From an optimization exercise on the open Yosys and OpenROAD flow, aimed at small area, a short achievable clock period and few clock cycles per item; shortcuts taken in it are not production practice. Function was checked by simulation only, so behaviour that the tests miss may differ from the original. Power is estimated from default activity; no workload was simulated.

Design pdcch_top, start of the top module:
module pdcch_top #(parameter
  TOP_CONFIG_BIT_WIDTH=110,
  CONT_CONFIG_BIT_WIDTH=105,
  OP_DATA_WIDTH=8,
  FIFO_DEPTH=16,
  PTR_SIZE=$clog2(FIFO_DEPTH)
)(
  input                             clk,
  input                             reset,
  input  [TOP_CONFIG_BIT_WIDTH-1:0] s_axis_top_config_data,
  input                             s_axis_top_config_valid,
  output                            s_axis_top_config_ready,
  output [OP_DATA_WIDTH-1:0]        m_axis_top_data,
  output                            m_axis_top_valid,
  input                             m_axis_top_ready
);
  localparam [30:0] X1C = 31'h5e485840;   
  localparam [30:0] R0  = 31'h0099110e;   
  localparam [30:0] R1  = 31'h0132221c;   
  wire [109:0] din  = s_axis_top_config_data;
  wire         vin  = s_axis_top_config_valid;
  wire         mrdy = m_axis_top_ready;
  wire [8:0]  bwpsize  = din[109:101];
  ...
For scale: about 1100 cells after synthesis, ~120 I/O pins.
export LEC_CHECK = 0
export ABC_CLOCK_PERIOD_IN_PS = 2500
export CAP_MARGIN = 20
export CORE_MARGIN = 2
export CORE_UTILIZATION = 40
export CTS_BUF_LIST = sky130_fd_sc_hd__clkbuf_8
export CTS_CLUSTER_DIAMETER = 80
export CTS_CLUSTER_SIZE = 30
export SLEW_MARGIN = 20
create_clock -name core_clock -period 8.5 [get_ports {clk}]
standard.sh (not shown) runs the stock make flow with config.mk's settings and CLKGATE_MAP_FILE= SYNTH_SCRIPT=/design/flow/synth_recipe.tcl, a recipe that flattens the netlist after the stock synthesis.
==> flow/flow/run.sh <==
#!/bin/bash
# Standard layout with two changes: the port buffers are buf_1 (inputs) and
# buf_4 (outputs) instead of the default choice (a slow delay buffer), and
# repair_timing aims at a larger setup margin.
set -euo pipefail
here=$(cd "$(dirname "$0")" && pwd)
export BUFFER_PORTS_ARGS="-inputs -buffer_cell sky130_fd_sc_hd__buf_1"
export PRE_GLOBAL_PLACE_TCL="$here/ports.tcl"
export SETUP_SLACK_MARGIN=5.7
bash standard.sh > standard_flow.log 2>&1
==> flow/flow/ports.tcl <==
# Output ports get buf_4 buffers (they drive the 10 fF port load); the input
# ports are buffered with buf_1 through BUFFER_PORTS_ARGS.
buffer_ports -outputs -buffer_cell sky130_fd_sc_hd__buf_4
Testbench counts at the start, summed over its fixed seeds: cycles 14,881, items 13,663.
Rerun with:
--- a/flow/flow/run.sh
+++ b/flow/flow/run.sh
@@ -7,4 +7,4 @@
 export BUFFER_PORTS_ARGS="-inputs -buffer_cell sky130_fd_sc_hd__buf_1"
 export PRE_GLOBAL_PLACE_TCL="$here/ports.tcl"
-export SETUP_SLACK_MARGIN=5.7
+export SETUP_SLACK_MARGIN=5.8
 bash standard.sh > standard_flow.log 2>&1
Settings changed: CORE_UTILIZATION 40 to 65.
What happened: The new run passed the timing, design-rule and antenna checks; flip-flop and latch count does not change; via count rises by a few percent; setup slack improved by 0.060 ns.
Rerun with:
Settings changed: ABC_CLOCK_PERIOD_IN_PS 2500 to 2000, CORE_UTILIZATION 65 to 40.
After rerunning: The changed run finished with timing, DRC and antenna clean. Final area goes up by 0.86%. Non-clock buffer count came out higher by 3. Die area came out higher by 60%. First-iteration DRC count is lower by 40%. Wire length rose by 3.9%. Cell count is higher by 11%. Worst setup slack gains 0.040 ns. Total power is lower by 4.6%. Core utilization went down by 29 points.
Rerun with:
--- a/flow/flow/run.sh
+++ b/flow/flow/run.sh
@@ -7,4 +7,4 @@
 export BUFFER_PORTS_ARGS="-inputs -buffer_cell sky130_fd_sc_hd__buf_1"
 export PRE_GLOBAL_PLACE_TCL="$here/ports.tcl"
-export SETUP_SLACK_MARGIN=5.8
+export SETUP_SLACK_MARGIN=5.9
 bash standard.sh > standard_flow.log 2>&1
Settings changed: ABC_CLOCK_PERIOD_IN_PS 2000 to 2500.
Effect: Fmax rose slightly; core utilization rose by 1.1 points; non-clock buffer count rose by 14; hold slack stays flat; cell area rose by a few percent; first-iteration DRC count rose by about a fifth.


the baseline:
pdcch_top, a different RTL version from the one above (not shown whole).
Size in the first run: ~130 flip-flops, roughly 9200 µm² of cells after synthesis.
==> flow/config.mk <==
export PLATFORM = sky130hd
export DESIGN_NAME = pdcch_top
export DESIGN_NICKNAME = pdcch_top
export VERILOG_FILES = /design/flow/design.v
export SDC_FILE = /design/flow/constraint.sdc
export NUM_CORES = 4
export LEC_CHECK = 0
export ABC_CLOCK_PERIOD_IN_PS = 2500
export CAP_MARGIN = 20
export CORE_MARGIN = 2
export CORE_UTILIZATION = 40
export CTS_BUF_LIST = sky130_fd_sc_hd__clkbuf_8
export PLACE_DENSITY = 0.7
export SLEW_MARGIN = 20
==> flow/constraint.sdc <==
create_clock -name core_clock -period 8.5 [get_ports {clk}]
set_input_delay 1.7000 -clock core_clock [delete_from_list [all_inputs] [get_ports {clk}]]
set_output_delay 1.7000 -clock core_clock [all_outputs]
set_load 0.01 [all_outputs]
==> flow/flow/run.sh <==
#!/bin/bash
# Standard layout with two changes: the port buffers are buf_1 (inputs) and
# buf_4 (outputs) instead of the default choice (a slow delay buffer), and
# repair_timing aims at a larger setup margin.
set -euo pipefail
here=$(cd "$(dirname "$0")" && pwd)
export BUFFER_PORTS_ARGS="-inputs -buffer_cell sky130_fd_sc_hd__buf_1"
export PRE_GLOBAL_PLACE_TCL="$here/ports.tcl"
export SETUP_SLACK_MARGIN=5.8
bash standard.sh > standard_flow.log 2>&1
Scripts as last shown in full above: flow/flow/ports.tcl
Per the final summary, the baseline finished and its layout is clean on timing, DRC and antenna.
Testbench counts of the baseline, summed over its fixed seeds: cycles 14,881, items 13,663.
The inputs of the candidate differ from those of the baseline as listed below.
# the baseline
export LEC_CHECK = 0
export ABC_CLOCK_PERIOD_IN_PS = 2500
export CAP_MARGIN = 20
export CORE_MARGIN = 2
export CORE_UTILIZATION = 40
export CTS_BUF_LIST = sky130_fd_sc_hd__clkbuf_8
export PLACE_DENSITY = 0.7
export SLEW_MARGIN = 20
create_clock -name core_clock -period 8.5 [get_ports {clk}]
# the candidate
export LEC_CHECK = 0
export ABC_CLOCK_PERIOD_IN_PS = 2500
export CAP_MARGIN = 20
export CORE_MARGIN = 2
export CORE_UTILIZATION = 40
export CTS_BUF_LIST = sky130_fd_sc_hd__clkbuf_8
export PLACE_DENSITY = 0.5
export SLEW_MARGIN = 20
create_clock -name core_clock -period 8.5 [get_ports {clk}]
==> notes.md <==
- Relative to the baseline, the overall track demand over capacity in global routing of the candidate is higher by 2.1 points.
- Looking only at net switching share of the total power, and setting everything else aside, the lower value of the baseline and the candidate goes to the baseline.
- Total setup buffers inserted after CTS was lower in the run labelled the baseline.
- Slew at the pin closest to its max-slew limit (the candidate over the baseline): increase, 0.051 ns
- On data arrival at the endpoint of the critical path, the candidate tracks the baseline almost exactly.
- For the global routing met3 resource utilization, the candidate came in 0.67 points lower than the baseline did.


Setup of JK:
pdcch_top again, from the RTL that the note above started with.
==> flow/config.mk <==
export PLATFORM = sky130hd
export DESIGN_NAME = pdcch_top
export DESIGN_NICKNAME = pdcch_top
export VERILOG_FILES = /design/flow/design.v
export SDC_FILE = /design/flow/constraint.sdc
export NUM_CORES = 4
export LEC_CHECK = 0
export ABC_CLOCK_PERIOD_IN_PS = 2500
export CAP_MARGIN = 20
export CORE_MARGIN = 2
export CORE_UTILIZATION = 40
export CTS_BUF_LIST = sky130_fd_sc_hd__clkbuf_4 sky130_fd_sc_hd__clkbuf_8
export SLEW_MARGIN = 20
==> flow/constraint.sdc <==
create_clock -name core_clock -period 8.5 [get_ports {clk}]
set_input_delay 1.7000 -clock core_clock [delete_from_list [all_inputs] [get_ports {clk}]]
set_output_delay 1.7000 -clock core_clock [all_outputs]
set_load 0.01 [all_outputs]
Scripts as last shown in full above: flow/flow/run.sh, flow/flow/ports.tcl
Testbench counts of JK, summed over its fixed seeds: cycles 14,881, items 13,663.
The following lists how MS was set up differently from JK:
Settings: CTS_CLUSTER_SIZE now 30, previously not set; CTS_BUF_LIST now sky130_fd_sc_hd__clkbuf_8, was sky130_fd_sc_hd__clkbuf_4 sky130_fd_sc_hd__clkbuf_8; CTS_CLUSTER_DIAMETER now 80, previously not set.
diff --git a/flow/flow/run.sh b/flow/flow/run.sh
--- a/flow/flow/run.sh
+++ b/flow/flow/run.sh
@@ -7,4 +7,4 @@
 export BUFFER_PORTS_ARGS="-inputs -buffer_cell sky130_fd_sc_hd__buf_1"
 export PRE_GLOBAL_PLACE_TCL="$here/ports.tcl"
-export SETUP_SLACK_MARGIN=5.8
+export SETUP_SLACK_MARGIN=5.9
 bash standard.sh > standard_flow.log 2>&1
Findings:
Taking JK as the reference, in MS count of fill cells added during filler insertion has decreased; power after layout grew by 130 uW; switching power grew by 1.4%.
Layout overhead on the synthesized area in MS is 1.9 points above JK.
JK → MS: final cell count held; wire length picked up an extra 0.71%; fraction of met2 tracks used by global routing saw a decrease.
> inputs changed (MS -> AL)
diff --git a/flow/flow/run.sh b/flow/flow/run.sh
--- a/flow/flow/run.sh
+++ b/flow/flow/run.sh
@@ -7,4 +7,4 @@
 export BUFFER_PORTS_ARGS="-inputs -buffer_cell sky130_fd_sc_hd__buf_1"
 export PRE_GLOBAL_PLACE_TCL="$here/ports.tcl"
-export SETUP_SLACK_MARGIN=5.9
+export SETUP_SLACK_MARGIN=5.8
 bash standard.sh > standard_flow.log 2>&1
Results
AL: done, clean on timing, DRC and antenna
AL against MS; power is down by a few percent.
Looking at transition at the pin with the smallest max-transition slack, AL sits below MS.
Summary of AL over MS: power consumed by sequential cells lower; final area went down about 1.8%; total number of multi-input combinational cells held steady.
On minimum setup slack in the final design, AL and MS are basically level.
Higher number of post-CTS setup repair buffers among AL and MS: MS
Quantity of gates resized following cts is higher on MS
MS → AL: portion of total power attributed to combinational logic climbed 1.6 points, biggest fanout along the worst timing path climbed 8.
#### Input delta (TR over AL)
diff --git a/flow/flow/run.sh b/flow/flow/run.sh
--- a/flow/flow/run.sh
+++ b/flow/flow/run.sh
@@ -7,4 +7,4 @@
 export BUFFER_PORTS_ARGS="-inputs -buffer_cell sky130_fd_sc_hd__buf_1"
 export PRE_GLOBAL_PLACE_TCL="$here/ports.tcl"
-export SETUP_SLACK_MARGIN=5.8
+export SETUP_SLACK_MARGIN=5.85
 bash standard.sh > standard_flow.log 2>&1
Findings:
TR ended with less count of non-CTS buffers in the layout than AL.
Sequential share of cell area ended up 0.33 points lower on TR than on AL.
AL → TR: height of the die comparable; final RePlAce weighted congestion moved down; register-to-register slack decreased 0.04 ns.
Of AL and TR, AL shows the higher combinational fraction of design power, with TR below it.
There was hardly any difference in clock-pin slew reported for the worst setup and hold paths after clock tree synthesis between AL and TR.
Between AL and TR, the share of power burned in the clock network is higher for TR.
Of AL and TR, the lower final worst slack belongs to TR.
Across both runs, non-clock buffer contribution to total cell area was lower for TR than for AL.
TR consumes more power than AL does.

==> re-timing with driven ports <==
The flow's constraints put no driver on any port. The routed layouts listed below were extracted and timed again, unchanged, in two steps. Step 1: set_driving_cell puts a clkbuf_16 on clk and a buf_2 on each other input, an assumption about the parent block. Step 2 adds t to the input delays and takes it off the output delays; t is the mean of the earliest and latest rising clock arrival at the registers after step 1. Input paths then give back, and output paths get back, about the clock's delay inside the block. Three values: ideal, step 1, step 2; two values: the first two.
run | shift t [ns] | slack for setup (ns) | worst hold slack (ns) | worst setup path after step 2 | cell pins on the clock port's net
the first run of note 1 | 0.497 | 5.746 / 5.746 / 5.327 | 0.519 / 0.519 / 0.519 | input to register | 1
the second run of note 1 | 0.512 | 5.805 / 5.805 / 5.406 | 0.503 / 0.503 / 0.503 | input to register | 1
the third run of note 1 | 0.491 | 5.846 / 5.834 / 5.389 | 0.517 / 0.517 / 0.517 | input to register | 1
the fourth run of note 1 | 0.494 | 5.859 / 5.859 / 5.524 | 0.519 / 0.519 / 0.519 | input to register | 1
the baseline | 0.499 | 5.862 / 5.843 / 5.528 | 0.501 / 0.501 / 0.501 | input to register | 1
the candidate | 0.492 | 5.883 / 5.848 / 5.516 | 0.493 / 0.493 / 0.493 | input to register | 1
JK | 0.497 | 5.881 / 5.856 / 5.477 | 0.500 / 0.500 / 0.500 | input to register | 1
MS | 0.494 | 5.906 / 5.863 / 5.507 | 0.487 / 0.487 / 0.487 | input to register | 1
AL | 0.491 | 5.904 / 5.862 / 5.473 | 0.500 / 0.500 / 0.500 | input to register | 1
TR | 0.498 | 5.882 / 5.855 / 5.517 | 0.495 / 0.495 / 0.495 | input to register | 1
After both steps every run listed still meets setup and hold. The setup slack of the third run of note 1, which loses most, moves by -0.012 ns with the drivers and by -0.457 ns with both steps.
